From an optimization exercise on the open Yosys and OpenROAD flow, aimed at small area, a short achievable clock period and few clock cycles per item; shortcuts taken in it are not production practice.
Where RTL was checked, it was by simulation tests only, not by an equivalence proof against the original.
The RTL of runs 2, 3 and 6 was laid out without a check of its function.
Power and IR drop assume default switching activity.

==> flow/design.v (outline; a module is shown in full before it is edited, if it fits) <==
// module DelayAndSum_dp: 11221 lines
// module DelayAndSum_fa: 3 lines
// module DelayAndSum_ha: 3 lines
// module DelayAndSum: 284 lines
// module DelayAndSum_ofifo: 29 lines
// module DelayAndSum_weights: 241 lines
// module DelayAndSum_ao4: 3 lines
// module DelayAndSum_ao5: 3 lines
// module DelayAndSum_add22: 19 lines
// module DelayAndSum_pg: 4 lines
// module DelayAndSum_g: 3 lines
module DelayAndSum (
        ap_clk,
        ap_rst_n,
        in1_real_TVALID,
        in1_imag_TVALID,
        in2_real_TVALID,
        in2_imag_TVALID,
        in3_real_TVALID,
        in3_imag_TVALID,
        in4_real_TVALID,
        in4_imag_TVALID,
        out_real_TREADY,
        out_imag_TREADY,
        in1_real_TDATA,
        in1_real_TREADY,
        in1_imag_TDATA,
        in1_imag_TREADY,
        in2_real_TDATA,
        in2_real_TREADY,
        in2_imag_TDATA,
        in2_imag_TREADY,
        in3_real_TDATA,
        in3_real_TREADY,
        in3_imag_TDATA,
        in3_imag_TREADY,
        in4_real_TDATA,
        in4_real_TREADY,
        in4_imag_TDATA,
        in4_imag_TREADY,
        out_real_TDATA,
        out_real_TVALID,
        out_real_TLAST,
        out_imag_TDATA,
        out_imag_TVALID,
        out_imag_TLAST,
        s_axi_control_AWVALID,
        s_axi_control_AWREADY,
        s_axi_control_AWADDR,
        s_axi_control_WVALID,
        s_axi_control_WREADY,
        s_axi_control_WDATA,
        s_axi_control_WSTRB,
        s_axi_control_ARVALID,
        s_axi_control_ARREADY,
        s_axi_control_ARADDR,
        s_axi_control_RVALID,
        s_axi_control_RREADY,
        s_axi_control_RDATA,
        s_axi_control_RRESP,
        s_axi_control_BVALID,
        s_axi_control_BREADY,
        s_axi_control_BRESP,
        interrupt
);
  // ...
==> flow/flow/run.sh <==
#!/bin/bash
set -uo pipefail
MARGIN=${MARGIN:-9.6}
bash standard.sh SETUP_SLACK_MARGIN=$MARGIN finish > standard_flow.log 2>&1
status=$?
exit $status
==> flow/standard.sh <==
#!/bin/bash
# synth_recipe.tcl (not shown) runs the flow's synth.tcl, then flattens the netlist and writes it again
# the make line also repeats each setting of config.mk as NAME=value (left out here)
make -C /OpenROAD-flow-scripts/flow DESIGN_CONFIG=/design/flow/config.mk WORK_HOME=/design/flow/orfs CLKGATE_MAP_FILE= SYNTH_SCRIPT=/design/flow/synth_recipe.tcl "${@:-finish}"
==> flow/config.mk <==
export PLATFORM = sky130hd
export DESIGN_NAME = DelayAndSum
export DESIGN_NICKNAME = DelayAndSum
export VERILOG_FILES = /design/flow/design.v
export SDC_FILE = /design/flow/constraint.sdc
export NUM_CORES = 8
export LEC_CHECK = 0
export CAP_MARGIN = 20
export CORE_MARGIN = 2
export CORE_UTILIZATION = 30
export CTS_CLUSTER_DIAMETER = 150
export CTS_CLUSTER_SIZE = 16
export PLACE_DENSITY = 0.4
export SLEW_MARGIN = 20
export SYNTH_HIERARCHICAL = 1
==> flow/constraint.sdc <==
create_clock -name core_clock -period 14.0 [get_ports {ap_clk}]
set_input_delay 2.8000 -clock core_clock [delete_from_list [all_inputs] [get_ports {ap_clk}]]
set_output_delay 2.8000 -clock core_clock [all_outputs]
set_load 0.01 [all_outputs]
==> impl_metrics.yaml, run 1 <==
grt:
  use_met2_pct: 47.2
  grt.total_usage_pct: 30.8
  grt_first_pass_wirelength_mm: 1080
placed_design:
  dp.cells: 20200
  gpl.final_weighted_congestion: 0.972
detailed_routing:
  detail_route.drc_violations: 0
  route.final.wire_length_mm: 803
  met2_wl_mm: 348
  wl_met3_mm: 89.6
clocking:
  tritoncts: "yes"
  resized_after_cts: 431
worst_setup_path:
  crit_start: "bneg[29]"
  worst_ep_required_time_ns: 14.75
  timing.critical_path.depth: 8
  critical_path.reg2reg.endpoint: "dp.r4376"
finish:
  final_net_count: 16400
  filler_cell_count: 50900
  final-clk-cell-share_pct: 2.06
  cell_group_occupying_the_most_layout_area: "multi-input gates"
floorplanning:
  initial_utilization_pct: 30.1
  die-width_um: 712
pwr:
  p_comb_mw: 19.1
  static-leakage-power_nw: 59.3
  share_comb_of_total_power_pct: 66.2
  clock_power_share_pct: 12.0
outcome:
  run_status: "finished clean"
sta:
  finalHoldViolCount: 0
  clock_skew_ns: 0.141
Testbench counts, summed over its fixed seeds: cycles 9,284, items 8,192.
==> module DelayAndSum, before the edit <==
module DelayAndSum (
        ap_clk,
        ap_rst_n,
        in1_real_TVALID,
        in1_imag_TVALID,
        in2_real_TVALID,
        in2_imag_TVALID,
        in3_real_TVALID,
        in3_imag_TVALID,
        in4_real_TVALID,
        in4_imag_TVALID,
        out_real_TREADY,
        out_imag_TREADY,
        in1_real_TDATA,
        in1_real_TREADY,
        in1_imag_TDATA,
        in1_imag_TREADY,
        in2_real_TDATA,
        in2_real_TREADY,
        in2_imag_TDATA,
        in2_imag_TREADY,
        in3_real_TDATA,
        in3_real_TREADY,
        in3_imag_TDATA,
        in3_imag_TREADY,
        in4_real_TDATA,
        in4_real_TREADY,
        in4_imag_TDATA,
        in4_imag_TREADY,
        out_real_TDATA,
        out_real_TVALID,
        out_real_TLAST,
        out_imag_TDATA,
        out_imag_TVALID,
        out_imag_TLAST,
        s_axi_control_AWVALID,
        s_axi_control_AWREADY,
        s_axi_control_AWADDR,
        s_axi_control_WVALID,
        s_axi_control_WREADY,
        s_axi_control_WDATA,
        s_axi_control_WSTRB,
        s_axi_control_ARVALID,
        s_axi_control_ARREADY,
        s_axi_control_ARADDR,
        s_axi_control_RVALID,
        s_axi_control_RREADY,
        s_axi_control_RDATA,
        s_axi_control_RRESP,
        s_axi_control_BVALID,
        s_axi_control_BREADY,
        s_axi_control_BRESP,
        interrupt
);
input   ap_clk;
input   ap_rst_n;
input   in1_real_TVALID;
input   in1_imag_TVALID;
input   in2_real_TVALID;
input   in2_imag_TVALID;
input   in3_real_TVALID;
input   in3_imag_TVALID;
input   in4_real_TVALID;
input   in4_imag_TVALID;
input   out_real_TREADY;
input   out_imag_TREADY;
input  [15:0] in1_real_TDATA;
output   in1_real_TREADY;
input  [15:0] in1_imag_TDATA;
output   in1_imag_TREADY;
input  [15:0] in2_real_TDATA;
output   in2_real_TREADY;
input  [15:0] in2_imag_TDATA;
output   in2_imag_TREADY;
input  [15:0] in3_real_TDATA;
output   in3_real_TREADY;
input  [15:0] in3_imag_TDATA;
output   in3_imag_TREADY;
input  [15:0] in4_real_TDATA;
output   in4_real_TREADY;
input  [15:0] in4_imag_TDATA;
output   in4_imag_TREADY;
output  [15:0] out_real_TDATA;
output   out_real_TVALID;
output  [0:0] out_real_TLAST;
output  [15:0] out_imag_TDATA;
output   out_imag_TVALID;
output  [0:0] out_imag_TLAST;
input   s_axi_control_AWVALID;
output   s_axi_control_AWREADY;
input  [6:0] s_axi_control_AWADDR;
input   s_axi_control_WVALID;
output   s_axi_control_WREADY;
input  [31:0] s_axi_control_WDATA;
input  [3:0] s_axi_control_WSTRB;
input   s_axi_control_ARVALID;
output   s_axi_control_ARREADY;
input  [6:0] s_axi_control_ARADDR;
output   s_axi_control_RVALID;
input   s_axi_control_RREADY;
output  [31:0] s_axi_control_RDATA;
output  [1:0] s_axi_control_RRESP;
output   s_axi_control_BVALID;
input   s_axi_control_BREADY;
output  [1:0] s_axi_control_BRESP;
output   interrupt;
wire rst = ~ap_rst_n;
reg  [19:0] phi;
reg  [31:0] fc;
reg  [31:0] xp [0:3];       
reg  [25:0] pkt;
reg  [9:0]  inv;
reg         started;
reg         aw_full, w_full, bvalid, wr_go;
reg  [6:0]  aw_addr;
reg  [31:0] w_data;
reg         ar_full, rvalid;
reg  [6:0]  ar_addr;
reg  [31:0] rdata;
wire aw_hs = s_axi_control_AWVALID & ~aw_full & ~bvalid;
wire w_hs  = s_axi_control_WVALID & ~w_full & ~bvalid;
assign s_axi_control_AWREADY = ~aw_full & ~bvalid;
assign s_axi_control_WREADY  = ~w_full & ~bvalid;
assign s_axi_control_BVALID  = bvalid;
assign s_axi_control_BRESP   = 2'b00;
assign s_axi_control_ARREADY = ~ar_full & ~rvalid;
assign s_axi_control_RVALID  = rvalid;
assign s_axi_control_RDATA   = rdata;
assign s_axi_control_RRESP   = 2'b00;
assign interrupt = 1'b0;
wire        eng_wr;             
wire [1:0]  eng_k;
wire [29:0] eng_w;
always @(posedge ap_clk) begin
    if (rst) begin
        aw_full <= 1'b0; w_full <= 1'b0; bvalid <= 1'b0; wr_go <= 1'b0;
    end else begin
        if (aw_hs) begin aw_full <= 1'b1; aw_addr <= s_axi_control_AWADDR; end
        if (w_hs)  begin w_full <= 1'b1;  w_data <= s_axi_control_WDATA; end
        if (~bvalid & (aw_full | aw_hs) & (w_full | w_hs)) begin
            bvalid <= 1'b1; wr_go <= 1'b1;
        end
        if (wr_go) begin
            wr_go <= 1'b0; aw_full <= 1'b0; w_full <= 1'b0;
        end
        if (bvalid & s_axi_control_BREADY) bvalid <= 1'b0;
    end
end
always @(posedge ap_clk) begin
    if (rst) begin
        phi <= 20'd0; fc <= 32'd0; pkt <= 26'd0; inv <= 10'd0; started <= 1'b0;
        xp[0] <= 32'd0; xp[1] <= 32'd0; xp[2] <= 32'd0; xp[3] <= 32'd0;
    end else begin
        if (wr_go) begin
            case (aw_addr)
                7'h00: if (w_data[0]) started <= 1'b1;
                7'h14: phi <= w_data[19:0];
                7'h1c: fc <= w_data;
                7'h24: xp[0] <= w_data;
                7'h2c: xp[1] <= w_data;
                7'h34: xp[2] <= w_data;
                7'h3c: xp[3] <= w_data;
                7'h44: pkt <= w_data[25:0];
                7'h4c: inv <= w_data[9:0];
                default: ;
            endcase
        end
        if (eng_wr) xp[eng_k] <= {2'b00, eng_w};
    end
end
wire ar_hs = s_axi_control_ARVALID & ~ar_full & ~rvalid;
always @(posedge ap_clk) begin
    case (ar_addr)
        7'h14: rdata <= {12'd0, phi};
        7'h1c: rdata <= fc;
        7'h24: rdata <= xp[0];
        7'h2c: rdata <= xp[1];
        7'h34: rdata <= xp[2];
        7'h3c: rdata <= xp[3];
        7'h44: rdata <= {6'd0, pkt};
        7'h4c: rdata <= {22'd0, inv};
        default: rdata <= 32'd0;
    endcase
end
always @(posedge ap_clk) begin
    if (rst) begin
        ar_full <= 1'b0; rvalid <= 1'b0;
    end else begin
        if (ar_hs) begin ar_full <= 1'b1; ar_addr <= s_axi_control_ARADDR; end
        if (ar_full) begin
            ar_full <= 1'b0; rvalid <= 1'b1;
        end
        if (rvalid & s_axi_control_RREADY) rvalid <= 1'b0;
    end
end
reg started_d;
always @(posedge ap_clk) started_d <= rst ? 1'b0 : started;
wire go = started & ~started_d;
wire wready;
DelayAndSum_weights eng (
    .clk(ap_clk), .rst(rst), .started(started),
    .wr_phi(wr_go & (aw_addr == 7'h14)), .wr_fc(wr_go & (aw_addr == 7'h1c)),
    .phi(phi), .fc(fc), .x0(xp[0]), .x1(xp[1]), .x2(xp[2]), .x3(xp[3]),
    .wr(eng_wr), .wk(eng_k), .w(eng_w), .ready(wready)
);
wire [7:0]   tvalid = {in4_imag_TVALID, in4_real_TVALID, in3_imag_TVALID, in3_real_TVALID,
                       in2_imag_TVALID, in2_real_TVALID, in1_imag_TVALID, in1_real_TVALID};
wire [127:0] tdata  = {in4_imag_TDATA, in4_real_TDATA, in3_imag_TDATA, in3_real_TDATA,
                       in2_imag_TDATA, in2_real_TDATA, in1_imag_TDATA, in1_real_TDATA};
reg  [7:0]   trdy;
reg  [7:0]   full;
reg  [63:0]  bone, btwo, bneg;
assign {in4_imag_TREADY, in4_real_TREADY, in3_imag_TREADY, in3_real_TREADY,
        in2_imag_TREADY, in2_real_TREADY, in1_imag_TREADY, in1_real_TREADY} = trdy;
localparam D = 3'd4;        
reg  [2:0] cnt_re, cnt_im;
wire pop_re, pop_im;
wire credit = (cnt_re < D) & (cnt_im < D);
wire fire = (&full) & wready & credit;
wire [7:0] hs_in = tvalid & trdy;
wire [7:0] full_n = hs_in | (full & {8{~fire}});
wire [2:0] cnt_re_n = cnt_re + {2'b0, fire} - {2'b0, pop_re};
wire [2:0] cnt_im_n = cnt_im + {2'b0, fire} - {2'b0, pop_im};
wire [2:0] cnt_re_f = cnt_re + {2'b0, fire};
wire [2:0] cnt_im_f = cnt_im + {2'b0, fire};
wire ok_re = pop_re ? (cnt_re_f <= D) : (cnt_re_f < D);
wire ok_im = pop_im ? (cnt_im_f <= D) : (cnt_im_f < D);
wire fire_ok_n = (&full_n) & wready & ok_re & ok_im;
reg [63:0] b_one, b_two, b_neg;
reg [16:0] bx;
reg        be;
integer c, k;
always @(*) begin
    for (c = 0; c < 8; c = c + 1) begin
        bx = {tdata[16*c +: 16], 1'b0};
        be = inv[c] & (tdata[16*c +: 16] != 16'h8000);
        for (k = 0; k < 8; k = k + 1) begin
            b_one[8*c+k] = bx[2*k+1] ^ bx[2*k];
            b_two[8*c+k] = (bx[2*k+2] & ~bx[2*k+1] & ~bx[2*k]) | (~bx[2*k+2] & bx[2*k+1] & bx[2*k]);
            b_neg[8*c+k] = bx[2*k+2] ^ be;
        end
    end
end
always @(posedge ap_clk) begin
    if (rst) begin
        full <= 8'd0; trdy <= 8'd0; cnt_re <= 3'd0; cnt_im <= 3'd0;
    end else begin
        full <= full_n;
        cnt_re <= cnt_re_n; cnt_im <= cnt_im_n;
        trdy <= {8{started}} & (~full_n | {8{fire_ok_n}});
    end
    for (c = 0; c < 8; c = c + 1)
        if (hs_in[c]) begin
            bone[8*c +: 8] <= b_one[8*c +: 8];
            btwo[8*c +: 8] <= b_two[8*c +: 8];
            bneg[8*c +: 8] <= b_neg[8*c +: 8];
        end
end
reg [25:0] pcnt;
wire pk_zero = (pkt == 26'd0);
wire pk_more = ({1'b0, pcnt} < ({1'b0, pkt} - 27'd1));
wire last0 = ~pk_zero & ~pk_more;
always @(posedge ap_clk) begin
    if (rst) pcnt <= 26'd0;
    else if (fire) pcnt <= (pk_zero | ~pk_more) ? 26'd0 : pcnt + 26'd1;
end
wire [15:0] dre, dim;
DelayAndSum_dp dp (
    .clk(ap_clk), .bone(bone), .btwo(btwo), .bneg(bneg), .inv(inv),
    .wc({xp[3][14:0], xp[2][14:0], xp[1][14:0], xp[0][14:0]}),
    .ws({xp[3][29:15], xp[2][29:15], xp[1][29:15], xp[0][29:15]}),
    .ore(dre), .oim(dim)
);
reg v1, v2, l1, l2;
always @(posedge ap_clk) begin
    if (rst) begin v1 <= 1'b0; v2 <= 1'b0; end
    else begin v1 <= fire; v2 <= v1; end
    l1 <= last0; l2 <= l1;
end
DelayAndSum_ofifo fre (.clk(ap_clk), .rst(rst), .push(v2), .din({l2, dre}),
    .ready(out_real_TREADY), .valid(out_real_TVALID), .dout({out_real_TLAST, out_real_TDATA}), .pop(pop_re));
DelayAndSum_ofifo fim (.clk(ap_clk), .rst(rst), .push(v2), .din({l2, dim}),
    .ready(out_imag_TREADY), .valid(out_imag_TVALID), .dout({out_imag_TLAST, out_imag_TDATA}), .pop(pop_im));
endmodule
==> run 2, diff against run 1 <==
--- a/flow/design.v
+++ b/flow/design.v
@@ -11334,3 +11334,4 @@
 output   interrupt;
-wire rst = ~ap_rst_n;
+reg rst;
+always @(posedge ap_clk) rst <= ~ap_rst_n;
 reg  [19:0] phi;
@@ -11347,9 +11348,9 @@
 reg  [31:0] rdata;
-wire aw_hs = s_axi_control_AWVALID & ~aw_full & ~bvalid;
-wire w_hs  = s_axi_control_WVALID & ~w_full & ~bvalid;
-assign s_axi_control_AWREADY = ~aw_full & ~bvalid;
-assign s_axi_control_WREADY  = ~w_full & ~bvalid;
+wire aw_hs = s_axi_control_AWVALID & ~aw_full & ~bvalid & ~rst;
+wire w_hs  = s_axi_control_WVALID & ~w_full & ~bvalid & ~rst;
+assign s_axi_control_AWREADY = ~aw_full & ~bvalid & ~rst;
+assign s_axi_control_WREADY  = ~w_full & ~bvalid & ~rst;
 assign s_axi_control_BVALID  = bvalid;
 assign s_axi_control_BRESP   = 2'b00;
-assign s_axi_control_ARREADY = ~ar_full & ~rvalid;
+assign s_axi_control_ARREADY = ~ar_full & ~rvalid & ~rst;
 assign s_axi_control_RVALID  = rvalid;
@@ -11398,3 +11399,3 @@
 end
-wire ar_hs = s_axi_control_ARVALID & ~ar_full & ~rvalid;
+wire ar_hs = s_axi_control_ARVALID & ~ar_full & ~rvalid & ~rst;
 always @(posedge ap_clk) begin
@@ -11486,9 +11487,10 @@
 end
-reg [25:0] pcnt;
-wire pk_zero = (pkt == 26'd0);
-wire pk_more = ({1'b0, pcnt} < ({1'b0, pkt} - 27'd1));
-wire last0 = ~pk_zero & ~pk_more;
-always @(posedge ap_clk) begin
-    if (rst) pcnt <= 26'd0;
-    else if (fire) pcnt <= (pk_zero | ~pk_more) ? 26'd0 : pcnt + 26'd1;
+reg [25:0] prem, pm1;
+reg        pk_zero;
+wire last0 = ~pk_zero & (prem == 26'd0);
+always @(posedge ap_clk) begin
+    pm1 <= pkt - 26'd1;
+    pk_zero <= (pkt == 26'd0);
+    if (~started) prem <= pm1;
+    else if (fire) prem <= (prem == 26'd0) ? pm1 : prem - 26'd1;
 end
--- a/flow/config.mk
+++ b/flow/config.mk
@@ -10,4 +10,2 @@
 export CORE_UTILIZATION = 30
-export CTS_CLUSTER_DIAMETER = 150
-export CTS_CLUSTER_SIZE = 16
 export PLACE_DENSITY = 0.4
==> impl_metrics.yaml, run 2 <==
sta:
  max_slew_violation_count: 0
  finalHoldViolCount: 0
  clock.fmax_mhz: 223
  grt_setup_unrepaired: "yes"
  worst_hold_slack_ns: 0.327
  clock_skew_ns: 0.166
  setup-tns-final_ns: 0
  setup_violations: 0
  worst_pin_slew_ns: 1.32
  setup_ws_ns: 9.52
  worst_slew_margin_rel_pct: 11.7
  fin_crit_sh_pct: 32.0
  final.min_clock_period_ns: 4.48
placed_design:
  gpl.final_weighted_congestion: 0.965
  dp.cells: 20400
  place_ws_ns: 8.02
  post_detailed_placement_half_perimeter_wirelength_mm: 541
  io_buffer_count: 271
clocking:
  tritoncts: "yes"
  cts_bufs_inserted: 201
  clk_root_buffer_cell: "sky130_fd_sc_hd__clkbuf_16"
  htreeDepth: 4
  worst_setup_hold_path_clk_slew_ns: 0.06
  clock_latency_ns: 1.06
  number_of_buffers_between_clock_root_and_the_deepest_sink: 4
  clock_sinks: 1493
detailed_routing:
  vias: 129000
  routed_wire_length_per_instance_um: 40.2
  via_per_inst: 6.17
  drtPass1Iterations: 11
  detail_route.iter0.violations: 17900
  detail_route.drc_violations: 0
  route.final.wire_length_mm: 842
  antenna_violating_nets_post_route: 0
pwr:
  static-leakage-power_nw: 61.3
  vdd_drop_max_mv: 0.500
  ratio_of_total_power_to_cell_area_mw_per_mm2: 184
  p_total_mw: 31.4
floorplanning:
  placement_rows: 261
  fp.coreArea_mm2: 0.504
  initial_utilization_pct: 30.1
  die_h_um: 715
  i_o_pins: 281
  dieArea_mm2: 0.511
  die-width_um: 715
finish:
  layout-area-overhead-vs-synth_pct: 12.8
  multi_input_area_mm2: 0.110
  fin_cells: 20900
  layout_common_cells: "2271 x sky130_fd_sc_hd__xnor2_1, 2064 x sky130_fd_sc_hd__a22oi_1, 2055 x sky130_fd_sc_hd__fa_1"
  largest_registers: "xp x128, eng.acc x68, eng.mc x67"
  top_register: "xp"
  seq_area_mm2: 0.0363
  post_route_cells_drive_above_1_share_pct: 9.66
  filler_cell_count: 51100
  largest_register_ff_count: 128
  final_common_cell: "sky130_fd_sc_hd__xnor2_1"
  final_net_count: 16500
grt:
  grt_antenna_before_repair: 87
  grt_first_pass_wirelength_mm: 1130
  grt.total_usage_pct: 32.2
  first_global_vias: 129000
  grt.overflow.total: 0
  grt_max_degree: 72
worst_setup_path:
  crit_path_start_kind: "flop"
  setup.worst_path.end_class: "flop"
  setup.worst_path.class: "flop to flop"
  cp_slowest_cell: "sky130_fd_sc_hd__fa_1"
  arrival_ns: 5.32
  critical-path-max-stage-delay_ns: 0.73
  path_common_cell: "sky130_fd_sc_hd__fa_1"
  worst_ep_required_time_ns: 14.84
  crit_path_cell_trace: "buf_8 > a22oi_1 > xnor2_1 > fa_1 > fa_1 > fa_1 > fa_1 > fa_1"
  critical_path_peak_fanout: 32
hold_path:
  hp-class: "flop to flop"
yosys:
  yosys_warnings: 10
  syn_avg_cell_area_um2: 10.6
  netlist_area_mm2: 0.152
  cells_after_synth: 14300
outcome:
  run_status: "finished clean"
run:
  max_cap_violations: 0
run 2: changes by cell type in the layout (fill, tap and decap cells not counted), sizes merged, moves of 13 or more:
cell / change
nor2: +37
inv: +18
clkbuf: +92
edfxtp: +26
ha: -25
a21oi: -36
dlygate4sd2: -16
nand2: -64
buf: +32
clkdlybuf4s15: +13
mux2i: +42
o21ai: +20
clkinv: +51
run 2: power breakdown:
group | switching, mW | total [mW] | internal, mW
combinational | 11.6 | 19.5 | 7.93
clock | 2.33 | 5.48 | 3.15
sequential | 0.651 | 6.39 | 5.74
run 2: per-layer routing:
metal  wire (um)  global-route usage [%]  share of wire [%]  vias up
li1            -                       -                  -    49800
met1      313000                    38.5                 37    66100
met2      360000                    48.1                 43     9609
met3       94200                    11.8                 11     3577
met4       73300                    21.7                8.7       40
met5        1760                    2.51               0.21        -
run 2: what timing repair did:
action | 4_1_cts | 5_1_grt
gates cloned | 2 | 0
pin swaps | 8 | 20
hold buffers | 0 | 0
setup endpoints to repair | 526 | 330
setup buffers | 55 | 26
gates resized for setup | 450 | 269
run 2: stage by stage:
step	utilization, %	area [um2]
6_report	33.9	171000
5_1_grt	33.9	171000
4_1_cts	33.6	169000
3_5_place_dp	32.0	161000
3_3_place_gp	32.0	161000
2_1_floorplan	-	152000
run 2: final timing paths:
check,start,to,slack (ns),cells after the start
setup / recovery,xp[2][23],dp.r4275,9.52,8
hold / removal,l1,l2,0.33,0
setup reg to reg,xp[2][23],dp.r4275,9.52,8
hold reg to reg,l1,l2,0.33,0
run 2: cell type report:
class	instances	share of cell area, %
multi-input cells	11200	64.4
diodes	118	0.173
well taps	6706	4.91
clock buffers	279	3.39
inverters	233	0.553
repair buffers	818	4.73
repair inverters	1	0.00439
clock inverters	96	0.588
flip-flops and latches	1493	21.2
run 2: critical path: cells and delay by family, from the launching register on:
| kind | cells | cell delay (ns) |
|---|---|---|
| xor gates and xnor gates | 1 | 0.25 |
| DFF | 1 | 0.62 |
| adders and majority gates | 5 | 2.71 |
| buffers and inverters | 1 | 0.49 |
| AOI/OAI and AO/OA | 1 | 0.20 |
==> run 3, diff against run 2 <==
==> flow/flow/run.sh (replaced) <==
#!/bin/bash
set -uo pipefail
MARGIN=${MARGIN:-9.8}
bash standard.sh SETUP_SLACK_MARGIN=$MARGIN finish > standard_flow.log 2>&1
status=$?
exit $status
==> impl_metrics.yaml, run 3 <==
outcome:
  run_status: "finished clean"
finish:
  largest_register_ff_count: 128
  final_common_cell: "sky130_fd_sc_hd__xnor2_1"
  layout-area-overhead-vs-synth_pct: 15.1
  layout_common_cells: "2259 x sky130_fd_sc_hd__xnor2_1, 2057 x sky130_fd_sc_hd__a22oi_1, 2038 x sky130_fd_sc_hd__fa_1"
  final_net_count: 16600
  top_register: "xp"
  post_route_cells_drive_above_1_share_pct: 11.9
  seq_area_mm2: 0.0364
  largest_registers: "xp x128, eng.acc x68, eng.mc x67"
  multi_input_area_mm2: 0.111
  filler_cell_count: 50900
placed_design:
  post_detailed_placement_half_perimeter_wirelength_mm: 541
  gpl.final_weighted_congestion: 0.950
  io_buffer_count: 271
detailed_routing:
  drtPass1Iterations: 12
  via_per_inst: 6.26
  antenna_violating_nets_post_route: 0
  vias: 132000
  routed_wire_length_per_instance_um: 40.8
  detail_route.iter0.violations: 17600
  route.final.wire_length_mm: 860
  detail_route.drc_violations: 0
floorplanning:
  die-width_um: 715
  placement_rows: 261
  dieArea_mm2: 0.511
  fp.coreArea_mm2: 0.504
  die_h_um: 715
  initial_utilization_pct: 30.1
  i_o_pins: 281
sta:
  setup-tns-final_ns: 0
  fin_crit_sh_pct: 32.1
  clock_skew_ns: 0.111
  grt_setup_unrepaired: "yes"
  setup_violations: 0
  worst_pin_slew_ns: 1.27
  clock.fmax_mhz: 223
  finalHoldViolCount: 0
  worst_slew_margin_rel_pct: 15.1
  max_slew_violation_count: 0
  final.min_clock_period_ns: 4.49
worst_setup_path:
  critical_path_peak_fanout: 4
  worst_path_dominant_cell_family: "flip-flops"
  worst_ep_required_time_ns: 11.20
  crit_path_start_kind: "flop"
  cp_num_buf_inv: 1
  critical-path-max-stage-delay_ns: 0.37
  setup.worst_path.end_class: "primary output"
  arrival_ns: 1.69
  setup.worst_path.class: "flop to primary output"
  crit_path_cell_trace: "nor3_4 > buf_2"
  cp_slowest_cell: "sky130_fd_sc_hd__dfxtp_4"
grt:
  grt.total_usage_pct: 32.2
  grt_max_degree: 95
  grt_first_pass_wirelength_mm: 1130
  grt_antenna_before_repair: 94
  first_global_vias: 130000
  grt.overflow.total: 0
pwr:
  vdd_drop_max_mv: 0.538
  ratio_of_total_power_to_cell_area_mw_per_mm2: 183
  p_total_mw: 31.9
  static-leakage-power_nw: 62.6
yosys:
  syn_avg_cell_area_um2: 10.6
  yosys_warnings: 10
  cells_after_synth: 14300
  netlist_area_mm2: 0.152
clocking:
  clock_latency_ns: 1.03
  htreeDepth: 4
  worst_setup_hold_path_clk_slew_ns: 0.06
  clk_root_buffer_cell: "sky130_fd_sc_hd__clkbuf_16"
  hold_buffers: 0
  clock_sinks: 1493
  tritoncts: "yes"
  number_of_buffers_between_clock_root_and_the_deepest_sink: 4
  cts_bufs_inserted: 201
run:
  max_cap_violations: 0
hold_path:
  hp-class: "flop to flop"
run 3: cell count changes in the layout (fill, tap and decap cells not counted), moves of 23 or more:
| cell | previous run | this run |
|---|---|---|
| sky130_fd_sc_hd__buf_8 | 34 | 57 |
| sky130_fd_sc_hd__clkdlybuf4s15_2 | 25 | 1 |
| sky130_fd_sc_hd__dfxtp_1 | 830 | 765 |
| sky130_fd_sc_hd__buf_12 | 40 | 104 |
| sky130_fd_sc_hd__buf_4 | 320 | 272 |
| sky130_fd_sc_hd__o21ai_0 | 434 | 409 |
| sky130_fd_sc_hd__dfxtp_2 | 18 | 77 |
| sky130_fd_sc_hd__buf_6 | 142 | 230 |
run 3: area by class of cell:
| type | instances | share of cell area, % |
|---|---|---|
| inverters | 233 | 0.577 |
| repair inverters | 1 | 0.00287 |
| flip-flops and latches | 1493 | 20.9 |
| well taps | 6706 | 4.81 |
| clock buffers | 263 | 3.21 |
| diodes | 122 | 0.175 |
| clock inverters | 110 | 0.683 |
| repair buffers | 927 | 6.18 |
| multi-input cells | 11200 | 63.5 |
run 3: power by group:
group	switching, mW	internal [mW]
combinational	11.9	8.11
clock	2.33	3.14
sequential	0.664	5.74
run 3: metal layers:
| metal | part of all wire (%) | routed length (um) | global-route usage [%] |
|---|---|---|---|
| met5 | 0.18 | 1550 | 1.40 |
| met4 | 9.0 | 77100 | 21.7 |
| met3 | 12 | 104000 | 12.4 |
| met2 | 43 | 366000 | 48.3 |
| met1 | 36 | 311000 | 37.9 |
run 3: worst paths after layout:
| path | slack [ns] | depth (start not counted) | from | to |
|---|---|---|---|---|
| setup / recovery | 9.51 | 2 | bvalid | s_axi_control_WREADY |
| hold / removal | 0.34 | 0 | eng.t_abs1[2] | eng.t_abs[2] |
| setup reg to reg | 9.67 | 8 | xp[2][7] | dp.r4307 |
| hold reg to reg | 0.34 | 0 | eng.t_abs1[2] | eng.t_abs[2] |
run 3: per-stage QoR:
| stage | cell area, um2 | instances | hold slack (ns) | setup WS [ns] | utilization [%] |
|---|---|---|---|---|---|
| floorplan | 152000 | 14300 | 0.310 | 9.81 | - |
| global placement | 161000 | 20300 | 0.313 | 8.06 | 32.0 |
| detailed placement | 161000 | 20300 | 0.329 | 8.08 | 32.0 |
| CTS | 171000 | 20800 | 0.343 | 9.47 | 34.0 |
| global route | 174000 | 21000 | 0.346 | 9.44 | 34.6 |
| finish | 175000 | 21000 | 0.340 | 9.51 | 34.6 |
run 3: repair_timing:
item / CTS / global route
setup buffers: 101 / 87
pin swaps: 36 / 69
endpoints found under the hold margin: 0 / 0
gates resized for setup: 1023 / 509
gates cloned: 4 / 19
endpoints found under the setup margin: 711 / 460
==> run 4, diff against run 3 <==
--- a/flow/design.v
+++ b/flow/design.v
@@ -11348,9 +11348,10 @@
 reg  [31:0] rdata;
-wire aw_hs = s_axi_control_AWVALID & ~aw_full & ~bvalid & ~rst;
-wire w_hs  = s_axi_control_WVALID & ~w_full & ~bvalid & ~rst;
-assign s_axi_control_AWREADY = ~aw_full & ~bvalid & ~rst;
-assign s_axi_control_WREADY  = ~w_full & ~bvalid & ~rst;
+reg  awready_r, wready_r, arready_r;
+wire aw_hs = s_axi_control_AWVALID & awready_r;
+wire w_hs  = s_axi_control_WVALID & wready_r;
+assign s_axi_control_AWREADY = awready_r;
+assign s_axi_control_WREADY  = wready_r;
 assign s_axi_control_BVALID  = bvalid;
 assign s_axi_control_BRESP   = 2'b00;
-assign s_axi_control_ARREADY = ~ar_full & ~rvalid & ~rst;
+assign s_axi_control_ARREADY = arready_r;
 assign s_axi_control_RVALID  = rvalid;
@@ -11362,16 +11363,15 @@
 wire [29:0] eng_w;
-always @(posedge ap_clk) begin
-    if (rst) begin
-        aw_full <= 1'b0; w_full <= 1'b0; bvalid <= 1'b0; wr_go <= 1'b0;
-    end else begin
-        if (aw_hs) begin aw_full <= 1'b1; aw_addr <= s_axi_control_AWADDR; end
-        if (w_hs)  begin w_full <= 1'b1;  w_data <= s_axi_control_WDATA; end
-        if (~bvalid & (aw_full | aw_hs) & (w_full | w_hs)) begin
-            bvalid <= 1'b1; wr_go <= 1'b1;
-        end
-        if (wr_go) begin
-            wr_go <= 1'b0; aw_full <= 1'b0; w_full <= 1'b0;
-        end
-        if (bvalid & s_axi_control_BREADY) bvalid <= 1'b0;
-    end
+wire bv_set    = ~bvalid & (aw_full | aw_hs) & (w_full | w_hs);
+wire aw_full_n = ~rst & ~wr_go & (aw_full | aw_hs);
+wire w_full_n  = ~rst & ~wr_go & (w_full | w_hs);
+wire bvalid_n  = ~rst & (bv_set | (bvalid & ~s_axi_control_BREADY));
+always @(posedge ap_clk) begin
+    aw_full <= aw_full_n;
+    w_full  <= w_full_n;
+    bvalid  <= bvalid_n;
+    wr_go   <= ~rst & bv_set;
+    awready_r <= ap_rst_n & ~aw_full_n & ~bvalid_n;
+    wready_r  <= ap_rst_n & ~w_full_n & ~bvalid_n;
+    if (aw_hs) aw_addr <= s_axi_control_AWADDR;
+    if (w_hs)  w_data <= s_axi_control_WDATA;
 end
@@ -11399,3 +11399,3 @@
 end
-wire ar_hs = s_axi_control_ARVALID & ~ar_full & ~rvalid & ~rst;
+wire ar_hs = s_axi_control_ARVALID & arready_r;
 always @(posedge ap_clk) begin
@@ -11413,12 +11413,9 @@
 end
+wire ar_full_n = ~rst & ~ar_full & ar_hs;           
+wire rvalid_n  = ~rst & (ar_full | (rvalid & ~s_axi_control_RREADY));
 always @(posedge ap_clk) begin
-    if (rst) begin
-        ar_full <= 1'b0; rvalid <= 1'b0;
-    end else begin
-        if (ar_hs) begin ar_full <= 1'b1; ar_addr <= s_axi_control_ARADDR; end
-        if (ar_full) begin
-            ar_full <= 1'b0; rvalid <= 1'b1;
-        end
-        if (rvalid & s_axi_control_RREADY) rvalid <= 1'b0;
-    end
+    ar_full <= ar_full_n;
+    rvalid  <= rvalid_n;
+    arready_r <= ap_rst_n & ~ar_full_n & ~rvalid_n;
+    if (ar_hs) ar_addr <= s_axi_control_ARADDR;
 end
@@ -11487,3 +11484,3 @@
 end
-reg [25:0] prem, pm1;
+reg [25:0] prem;
 reg        pk_zero;
@@ -11491,6 +11488,5 @@
 always @(posedge ap_clk) begin
-    pm1 <= pkt - 26'd1;
     pk_zero <= (pkt == 26'd0);
-    if (~started) prem <= pm1;
-    else if (fire) prem <= (prem == 26'd0) ? pm1 : prem - 26'd1;
+    if (~started) prem <= pkt - 26'd1;
+    else if (fire) prem <= (prem == 26'd0) ? pkt - 26'd1 : prem - 26'd1;
 end
--- a/flow/config.mk
+++ b/flow/config.mk
@@ -10,2 +10,4 @@
 export CORE_UTILIZATION = 30
+export CTS_CLUSTER_DIAMETER = 150
+export CTS_CLUSTER_SIZE = 16
 export PLACE_DENSITY = 0.4
==> impl_metrics.yaml, run 4 <==
grt:
  first_global_vias: 127000
  grt_antenna_before_repair: 107
  grt_max_degree: 68
  grt_first_pass_wirelength_mm: 1100
  grt.overflow.total: 0
  grt.total_usage_pct: 31.3
yosys:
  yosys_warnings: 10
  cells_after_synth: 14000
  syn_avg_cell_area_um2: 10.7
  netlist_area_mm2: 0.150
clocking:
  clock_latency_ns: 0.99
  clk_root_buffer_cell: "sky130_fd_sc_hd__clkbuf_16"
  htreeDepth: 3
  number_of_buffers_between_clock_root_and_the_deepest_sink: 4
  cts_bufs_inserted: 112
  clock_sinks: 1470
  hold_buffers: 0
  tritoncts: "yes"
  worst_setup_hold_path_clk_slew_ns: 0.10
finish:
  top_register: "xp"
  filler_cell_count: 50700
  layout-area-overhead-vs-synth_pct: 13.1
  largest_register_ff_count: 128
  post_route_cells_drive_above_1_share_pct: 11.2
  final_net_count: 16300
  layout_common_cells: "2285 x sky130_fd_sc_hd__xnor2_1, 2036 x sky130_fd_sc_hd__fa_1, 2027 x sky130_fd_sc_hd__a22oi_1"
  largest_registers: "xp x128, eng.acc x68, eng.mc x67"
  final_common_cell: "sky130_fd_sc_hd__xnor2_1"
floorplanning:
  i_o_pins: 281
  die_h_um: 711
  initial_utilization_pct: 30.1
  fp.coreArea_mm2: 0.498
  die-width_um: 711
  placement_rows: 259
  dieArea_mm2: 0.505
sta:
  final.min_clock_period_ns: 4.42
  grt_setup_unrepaired: "yes"
  finalHoldViolCount: 0
  fin_crit_sh_pct: 31.6
  clock_skew_ns: 0.116
  worst_slew_margin_rel_pct: 18.3
  clock.fmax_mhz: 226
  setup-tns-final_ns: 0
  worst_pin_slew_ns: 1.22
  setup_violations: 0
  max_slew_violation_count: 0
outcome:
  run_status: "finished clean"
pwr:
  p_total_mw: 28.9
  static-leakage-power_nw: 60.5
  ratio_of_total_power_to_cell_area_mw_per_mm2: 170
  vdd_drop_max_mv: 0.493
worst_setup_path:
  timing.reg2reg.worst_path_depth: 18
  critical_path_peak_fanout: 18
  crit_path_start_kind: "flop"
  r2r_slack_ns: 9.58
  setup.worst_path.end_class: "flop"
  setup.worst_path.class: "flop to flop"
  r2r_start: "eng.b_one"
  arrival_ns: 5.11
  worst_ep_required_time_ns: 14.69
  critical_path.reg2reg.endpoint: "eng.acc[62]"
detailed_routing:
  detail_route.iter0.violations: 17000
  antenna_violating_nets_post_route: 0
  route.final.wire_length_mm: 820
  routed_wire_length_per_instance_um: 39.8
  detail_route.drc_violations: 0
  via_per_inst: 6.11
  vias: 126000
  drtPass1Iterations: 15
hold_path:
  hp-class: "flop to flop"
  start_point_of_the_worst_hold_path: "l1"
  min_path_cells: 0
  hold_end: "l2"
placed_design:
  io_buffer_count: 271
  post_detailed_placement_half_perimeter_wirelength_mm: 534
  gpl.final_weighted_congestion: 0.961
run:
  max_cap_violations: 0
[run 4: report_power, final]
part | total (mW) | internal [mW] | leakage, nW | switching (mW)
sequential | 6.30 | 5.66 | 13.0 | 0.640
combinational | 19.2 | 7.99 | 45.9 | 11.2
clock | 3.39 | 1.54 | 1.57 | 1.85
[run 4: worst max path at each step]
stage,startpoint,endpoint,slack [ns],cells past startpoint
after floorplan,in2_imag_TVALID,trdy[2],9.79,5
after global placement,eng.b_one,eng.acc[65],7.69,17
after detailed placement,eng.b_one,eng.acc[65],7.69,17
after CTS,eng.b_one,eng.acc[60],9.65,18
final,eng.b_one,eng.acc[62],9.58,18
after global routing,eng.b_one,eng.acc[62],9.42,18
[run 4: layer usage]
layer  part of all wire (%)  GRT usage [%]
met5                  0.070          0.434
met4                    8.1           20.1
met3                     11           11.1
met1                     37           37.0
met2                     44           48.1
[run 4: cell type report]
| cell class | count | area (um2) | share of cell area, % |
|---|---|---|---|
| multi-input cells | 11000 | 110000 | 64.9 |
| flip-flops and latches | 1470 | 36000 | 21.2 |
| repair buffers | 939 | 10700 | 6.34 |
| well taps | 6655 | 8330 | 4.91 |
| clock buffers | 181 | 3130 | 1.84 |
| inverters | 215 | 915 | 0.539 |
| diodes | 83 | 208 | 0.123 |
| clock inverters | 14 | 163 | 0.0959 |
[run 4: worst max-delay path, stage by stage (launching register included)]
cell                        delay [ns]
sky130_fd_sc_hd__edfxtp_1         0.44
sky130_fd_sc_hd__buf_12           0.17
sky130_fd_sc_hd__nor2b_4          0.13
sky130_fd_sc_hd__buf_6            0.14
sky130_fd_sc_hd__buf_8            0.17
sky130_fd_sc_hd__a22oi_1          0.10
sky130_fd_sc_hd__xnor2_1          0.15
sky130_fd_sc_hd__ha_1             0.37
sky130_fd_sc_hd__and4_1           0.30
sky130_fd_sc_hd__a2bb2oi_1        0.17
sky130_fd_sc_hd__a31oi_1          0.20
sky130_fd_sc_hd__a221oi_2         0.30
sky130_fd_sc_hd__o21ai_2          0.12
sky130_fd_sc_hd__a311oi_4         0.43
sky130_fd_sc_hd__o221a_4          0.26
sky130_fd_sc_hd__o31a_1           0.25
sky130_fd_sc_hd__o21bai_1         0.12
sky130_fd_sc_hd__xnor2_1          0.21
sky130_fd_sc_hd__nor2_1           0.06
[run 4: what timing repair did]
item | 4_1_cts | 5_1_grt
gates cloned | 7 | 8
setup endpoints to repair | 735 | 374
resized for setup | 1074 | 454
pin swaps | 69 | 68
setup buffers | 135 | 66
[run 4: metrics by stage]
| stage | instances | util, % | hold WS, ns | area [um2] | setup WS, ns |
|---|---|---|---|---|---|
| floorplan | 14000 | - | 0.310 | 150000 | 9.79 |
| global placement | 20100 | 32.1 | 0.318 | 160000 | 7.69 |
| detailed placement | 20100 | 32.1 | 0.327 | 160000 | 7.69 |
| CTS | 20400 | 33.5 | 0.378 | 167000 | 9.65 |
| global route | 20500 | 34.0 | 0.378 | 169000 | 9.42 |
| finish | 20600 | 34.1 | 0.373 | 170000 | 9.58 |
Testbench counts of run 4, summed over its fixed seeds: cycles 9,292, items 8,192.
==> run 5, diff against run 4 <==
==> flow/flow/run.sh (replaced) <==
#!/bin/bash
set -uo pipefail
MARGIN=${MARGIN:-9.7}
bash standard.sh SETUP_SLACK_MARGIN=$MARGIN finish > standard_flow.log 2>&1
status=$?
exit $status
==> impl_metrics.yaml, run 5 <==
outcome:
  run_status: "finished clean"
sta:
  clock_skew_ns: 0.103
  setup_violations: 0
  finalHoldViolCount: 0
  worst_slew_margin_rel_pct: 23.0
  grt_setup_unrepaired: "yes"
  clock.fmax_mhz: 230
  fin_crit_sh_pct: 31.0
  worst_pin_slew_ns: 1.15
  max_slew_violation_count: 0
  setup-tns-final_ns: 0
  final.min_clock_period_ns: 4.35
grt:
  grt.total_usage_pct: 31.0
  grt_max_degree: 68
  first_global_vias: 127000
  grt_first_pass_wirelength_mm: 1090
  grt.overflow.total: 0
  grt_antenna_before_repair: 90
worst_setup_path:
  timing.reg2reg.worst_path_depth: 19
  arrival_ns: 5.05
  critical-path-max-stage-delay_ns: 0.45
  critical_path_peak_fanout: 4
  critical_path.reg2reg.endpoint: "eng.acc[62]"
  r2r_start: "eng.b_two"
  setup.worst_path.end_class: "flop"
  cp_num_buf_inv: 4
  cp_slowest_cell: "sky130_fd_sc_hd__edfxtp_1"
  crit_start: "eng.b_two"
  worst_path_dominant_cell_family: "compound AO/OA/AOI/OAI gates"
  setup.worst_path.class: "flop to flop"
  r2r_slack_ns: 9.65
  crit_path_cell_trace: "buf_6 > nor2b_4 > buf_4 > buf_12 > a22oi_1 > xnor2_1 > ha_1 > a21oi_2 > nand2_1 > a31oi_4 > o211ai_1 > buf_4 > a31o_2 > a311oi_4 > o221a_4 > o31a_1 > o21bai_1 > xnor2_1 > nor2_1"
  crit_path_start_kind: "flop"
  worst_ep_required_time_ns: 14.71
floorplanning:
  dieArea_mm2: 0.505
  placement_rows: 259
  i_o_pins: 281
  initial_utilization_pct: 30.1
  die-width_um: 711
  die_h_um: 711
  fp.coreArea_mm2: 0.498
clocking:
  clk_root_buffer_cell: "sky130_fd_sc_hd__clkbuf_16"
  clock_latency_ns: 0.98
  tritoncts: "yes"
  cts_bufs_inserted: 111
  worst_setup_hold_path_clk_slew_ns: 0.09
  htreeDepth: 3
  clock_sinks: 1470
  number_of_buffers_between_clock_root_and_the_deepest_sink: 4
  hold_buffers: 0
detailed_routing:
  route.final.wire_length_mm: 810
  via_per_inst: 6.08
  vias: 125000
  detail_route.drc_violations: 0
  drtPass1Iterations: 12
  routed_wire_length_per_instance_um: 39.5
  detail_route.iter0.violations: 15100
  antenna_violating_nets_post_route: 0
pwr:
  p_total_mw: 28.7
  share_comb_of_total_power_pct: 66.4
  clock_power_share_pct: 11.6
  netSwitchingFraction_pct: 47.5
  static-leakage-power_nw: 59.7
  cell_internal_pwr_mw: 15.0
  ratio_of_total_power_to_cell_area_mw_per_mm2: 171
  share_seq_of_total_power_pct: 22.0
  netSwitchingPower_mw: 13.6
  vdd_drop_max_mv: 0.462
yosys:
  cells_after_synth: 14000
  netlist_area_mm2: 0.150
  syn_avg_cell_area_um2: 10.7
  yosys_warnings: 10
placed_design:
  io_buffer_count: 271
  post_detailed_placement_half_perimeter_wirelength_mm: 535
  gpl.final_weighted_congestion: 0.975
hold_path:
  start_point_of_the_worst_hold_path: "l1"
  hold_end: "l2"
  hp-class: "flop to flop"
  min_path_cells: 0
finish:
  layout_common_cells: "2295 x sky130_fd_sc_hd__xnor2_1, 2052 x sky130_fd_sc_hd__a22oi_1, 2052 x sky130_fd_sc_hd__fa_1"
  largest_register_ff_count: 128
  final_net_count: 16300
  top_register: "xp"
  layout-area-overhead-vs-synth_pct: 11.5
  final_common_cell: "sky130_fd_sc_hd__xnor2_1"
  post_route_cells_drive_above_1_share_pct: 10.0
  largest_registers: "xp x128, eng.acc x68, eng.mc x67"
run:
  max_cap_violations: 0
==> run 5: cell types whose count changed in the layout (fill, tap and decap cells not counted), moves of 25 or more <==
cell	delta
sky130_fd_sc_hd__dfxtp_1	+38
sky130_fd_sc_hd__a22oi_1	+25
sky130_fd_sc_hd__buf_12	-44
sky130_fd_sc_hd__buf_2	+61
sky130_fd_sc_hd__buf_6	-37
sky130_fd_sc_hd__a22oi_2	-25
sky130_fd_sc_hd__dfxtp_2	-35
sky130_fd_sc_hd__clkbuf_8	-31
==> run 5: how the worst max path moves through the flow <==
stage | to | cells after the start | slack [ns]
6_report | eng.acc[62] | 19 | 9.65
5_1_grt | eng.mc[58] | 20 | 9.46
4_1_cts | eng.acc[65] | 18 | 9.66
3_5_place_dp | eng.acc[65] | 16 | 7.96
3_3_place_gp | eng.acc[65] | 16 | 7.85
2_1_floorplan | trdy[2] | 8 | 9.70
==> run 5: power by group through the flow <==
stage,registers (mW),logic [mW],clock network [mW]
2_1_floorplan,6.14,11.4,0
3_3_place_gp,6.42,18.6,0
3_5_place_dp,6.42,18.5,0
4_1_cts,6.32,18.9,3.44
5_1_grt,6.40,20.7,3.56
6_report,6.31,19.0,3.32
==> run 5: metal layers <==
metal	vias up	share of wire (%)	global-route usage [%]
met2	8708	44	48.1
met3	3065	11	10.5
met1	64200	37	36.8
met5	-	0.023	0.113
li1	48800	-	-
met4	18	8.0	19.8
==> run 5: layout make-up <==
class	instances	area, um2
Timing Repair Buffer	893	9120
Inverter	215	911
Clock inverter	16	168
Antenna cell	59	148
Tap cell	6655	8330
Fill cell	50800	331000
Sequential cell	1470	35900
Clock buffer	178	3030
Multi-Input combinational cell	11000	110000
==> run 5: through the flow <==
step / util, % / hold WS, ns / instance area [um2] / cells / worst slack, ns
2_1_floorplan: - / 0.310 / 150000 / 14000 / 9.70
3_3_place_gp: 32.1 / 0.329 / 160000 / 20100 / 7.85
3_5_place_dp: 32.1 / 0.320 / 160000 / 20100 / 7.96
4_1_cts: 33.2 / 0.338 / 165000 / 20400 / 9.66
5_1_grt: 33.6 / 0.347 / 167000 / 20500 / 9.46
6_report: 33.6 / 0.334 / 167000 / 20500 / 9.65
==> run 5: timing repair <==
item / in CTS / in global routing
buffers inserted: 97 / 59
resized for setup: 767 / 343
endpoints found under the hold margin: 0 / 0
cloned: 4 / 3
setup endpoints to repair: 608 / 346
pin swaps: 41 / 62
==> run 6, diff against run 5 <==
--- a/flow/design.v
+++ b/flow/design.v
@@ -11424,3 +11424,5 @@
 wire go = started & ~started_d;
-wire wready;
+wire wready0;
+reg  wready;
+always @(posedge ap_clk) wready <= rst ? 1'b0 : wready0;
 DelayAndSum_weights eng (
@@ -11429,3 +11431,3 @@
     .phi(phi), .fc(fc), .x0(xp[0]), .x1(xp[1]), .x2(xp[2]), .x3(xp[3]),
-    .wr(eng_wr), .wk(eng_k), .w(eng_w), .ready(wready)
+    .wr(eng_wr), .wk(eng_k), .w(eng_w), .ready(wready0)
 );
@@ -11492,2 +11494,7 @@
 end
+reg [59:0] wc_q, ws_q;
+always @(posedge ap_clk) begin
+    wc_q <= {xp[3][14:0], xp[2][14:0], xp[1][14:0], xp[0][14:0]};
+    ws_q <= {xp[3][29:15], xp[2][29:15], xp[1][29:15], xp[0][29:15]};
+end
 wire [15:0] dre, dim;
@@ -11495,4 +11502,3 @@
     .clk(ap_clk), .bone(bone), .btwo(btwo), .bneg(bneg), .inv(inv),
-    .wc({xp[3][14:0], xp[2][14:0], xp[1][14:0], xp[0][14:0]}),
-    .ws({xp[3][29:15], xp[2][29:15], xp[1][29:15], xp[0][29:15]}),
+    .wc(wc_q), .ws(ws_q),
     .ore(dre), .oim(dim)
==> impl_metrics.yaml, run 6 <==
sta:
  clock.fmax_mhz: 227
  setup-tns-final_ns: 0
  max_slew_violation_count: 0
  grt_setup_unrepaired: "yes"
  setup_violations: 0
  worst_hold_slack_ns: 0.325
  fin_crit_sh_pct: 31.5
  worst_pin_slew_ns: 1.15
  clock_skew_ns: 0.204
  final.min_clock_period_ns: 4.41
  worst_slew_margin_rel_pct: 23.2
  finalHoldViolCount: 0
finish:
  layout-area-overhead-vs-synth_pct: 11.7
  post_route_cells_drive_above_1_share_pct: 10.5
  seq_area_mm2: 0.0386
  top_register: "xp"
  final_common_cell: "sky130_fd_sc_hd__xnor2_1"
  multi_input_area_mm2: 0.110
  final_net_count: 16400
  filler_cell_count: 51700
  largest_register_ff_count: 128
  layout_common_cells: "2277 x sky130_fd_sc_hd__xnor2_1, 2054 x sky130_fd_sc_hd__fa_1, 2041 x sky130_fd_sc_hd__a22oi_1"
  largest_registers: "xp x128, eng.acc x68, eng.mc x67"
floorplanning:
  dieArea_mm2: 0.515
  placement_rows: 262
  fp.coreArea_mm2: 0.508
  initial_utilization_pct: 30.1
  i_o_pins: 281
  die-width_um: 718
  die_h_um: 718
grt:
  grt.overflow.total: 0
  grt_max_degree: 68
  grt_first_pass_wirelength_mm: 1120
  first_global_vias: 127000
  grt_antenna_before_repair: 113
  grt.total_usage_pct: 31.3
clocking:
  cts_bufs_inserted: 118
  clock_latency_ns: 1.04
  worst_setup_hold_path_clk_slew_ns: 0.10
  hold_buffers: 0
  clock_sinks: 1591
  number_of_buffers_between_clock_root_and_the_deepest_sink: 4
  tritoncts: "yes"
  clk_root_buffer_cell: "sky130_fd_sc_hd__clkbuf_16"
  htreeDepth: 3
detailed_routing:
  dr.max_layer_used: "met5"
  vias: 127000
  detail_route.drc_violations: 0
  antenna_violating_nets_post_route: 0
  drtPass1Iterations: 10
  via_per_inst: 6.12
  detail_route.iter0.violations: 17100
  route.final.wire_length_mm: 839
  routed_wire_length_per_instance_um: 40.3
  wire_length_the_detailed_router_placed_on_met1_mm: 311
  met2_wl_mm: 367
  wl_met3_mm: 91.9
placed_design:
  gpl.final_weighted_congestion: 0.963
  io_buffer_count: 271
  post_detailed_placement_half_perimeter_wirelength_mm: 545
pwr:
  vdd_drop_max_mv: 0.474
  ratio_of_total_power_to_cell_area_mw_per_mm2: 171
  static-leakage-power_nw: 60.6
worst_setup_path:
  crit_path_start_kind: "flop"
  arrival_ns: 5.23
  setup.worst_path.class: "flop to flop"
  setup.worst_path.end_class: "flop"
  worst_ep_required_time_ns: 14.82
  critical_path_peak_fanout: 30
yosys:
  yosys_warnings: 10
  cells_after_synth: 14200
  netlist_area_mm2: 0.153
  syn_avg_cell_area_um2: 10.7
run:
  max_cap_violations: 0
outcome:
  run_status: "finished clean"
hold_path:
  hp-class: "flop to flop"
## run 6: changes by cell type in the layout (fill, tap and decap cells not counted), sizes merged, moves of 10 or more
cell	delta
diode	+80
nor2b	+10
buf	-79
a222oi	+11
nand3	+20
a21oi	+25
clkbuf	+36
o31ai	-11
o21ai	-10
xnor2	-12
dfxtp	+121
nor3	+12
## run 6: final cells by class
| class | count | share of cell area [%] |
|---|---|---|
| Clock inverter | 12 | 0.0682 |
| Inverter | 220 | 0.529 |
| Antenna cell | 139 | 0.204 |
| Tap cell | 6732 | 4.94 |
| Multi-Input combinational cell | 11100 | 64.4 |
| Timing Repair Buffer | 834 | 5.27 |
| Clock buffer | 196 | 1.93 |
| Sequential cell | 1591 | 22.6 |
## run 6: final timing paths
check                  from        to  slack, ns  depth (start not counted)
setup / recovery   btwo[49]  dp.r2034       9.59                          8
hold / removal    xp[3][12]  wc_q[57]       0.33                          0
setup reg to reg   btwo[49]  dp.r2034       9.59                          8
hold reg to reg   xp[3][12]  wc_q[57]       0.33                          0
## run 6: report_power, final
part / switching (mW) / leakage, nW / internal [mW]
combinational: 11.0 / 44.9 / 7.95
sequential: 0.721 / 14.0 / 6.02
clock: 1.94 / 1.64 / 1.61
total: 13.7 / 60.6 / 15.6
## run 6: worst max-delay path, stage by stage, from the launching register on
cell	delay, ns
sky130_fd_sc_hd__edfxtp_1	0.33
sky130_fd_sc_hd__buf_4	0.61
sky130_fd_sc_hd__o21ai_0	0.38
sky130_fd_sc_hd__xnor2_4	0.43
sky130_fd_sc_hd__fa_1	0.49
sky130_fd_sc_hd__fa_1	0.62
sky130_fd_sc_hd__fa_1	0.47
sky130_fd_sc_hd__fa_1	0.54
sky130_fd_sc_hd__fa_1	0.44
## run 6: per-layer routing
metal / vias to the layer above / GRT usage (%)
li1: 49400 / -
met1: 65400 / 37.3
met2: 9280 / 48.1
met3: 3299 / 10.6
met4: 64 / 20.0
met5: - / 0.860
## run 6: what timing repair did
action	4_1_cts	5_1_grt
cloned	4	4
pin swaps	32	41
resized for setup	747	339
endpoints found under the setup margin	583	279
setup buffers	55	82
hold endpoints to repair	0	0
## run 6: stage by stage
stage	instance area [um2]	power [mW]	util [%]	instances	setup WS (ns)
2_1_floorplan	153000	18.0	-	14200	9.74
3_3_place_gp	162000	25.4	31.9	20300	7.20
3_5_place_dp	162000	25.4	32.0	20300	7.23
4_1_cts	168000	29.3	33.0	20600	9.62
5_1_grt	170000	31.5	33.5	20700	9.65
6_report	171000	29.2	33.6	20800	9.59

[afterwards: timing with drivers on the ports]
In the flow no input, the clock included, has a driving cell. The finished layouts below were timed again as built, in two steps. Step 1: set_driving_cell puts a clkbuf_16 on ap_clk and a buf_2 on each other input, an assumption about the parent block. Step 2 moves the port delays by t, midway between the first and last clock arrival at a register: inputs arrive t later, outputs are due t later. That takes back most of the time a late clock gives input paths. a / b / c = no drivers / after step 1 / after step 2; a / b = the first two.
| run | shift t [ns] | setup slack, ns | worst register clock-pin slew, ns |
|---|---|---|---|
| run 1 | 1.053 | 9.520 / 9.514 / 8.679 | 0.11 / 0.11 |
| run 2 | 1.107 | 9.521 / 9.402 / 8.920 | 0.11 / 0.11 |
| run 3 | 1.096 | 9.509 / 9.393 / 8.855 | 0.09 / 0.09 |
| run 4 | 1.061 | 9.579 / 9.579 / 8.927 | 0.10 / 0.10 |
| run 5 | 1.060 | 9.655 / 9.615 / 8.832 | 0.10 / 0.10 |
| run 6 | 1.072 | 9.585 / 9.534 / 8.859 | 0.10 / 0.10 |
After both steps setup and hold are still met in every run listed. For run 1, which loses most, drivers alone change the setup slack by -0.006 ns; drivers and shift together by -0.841 ns.
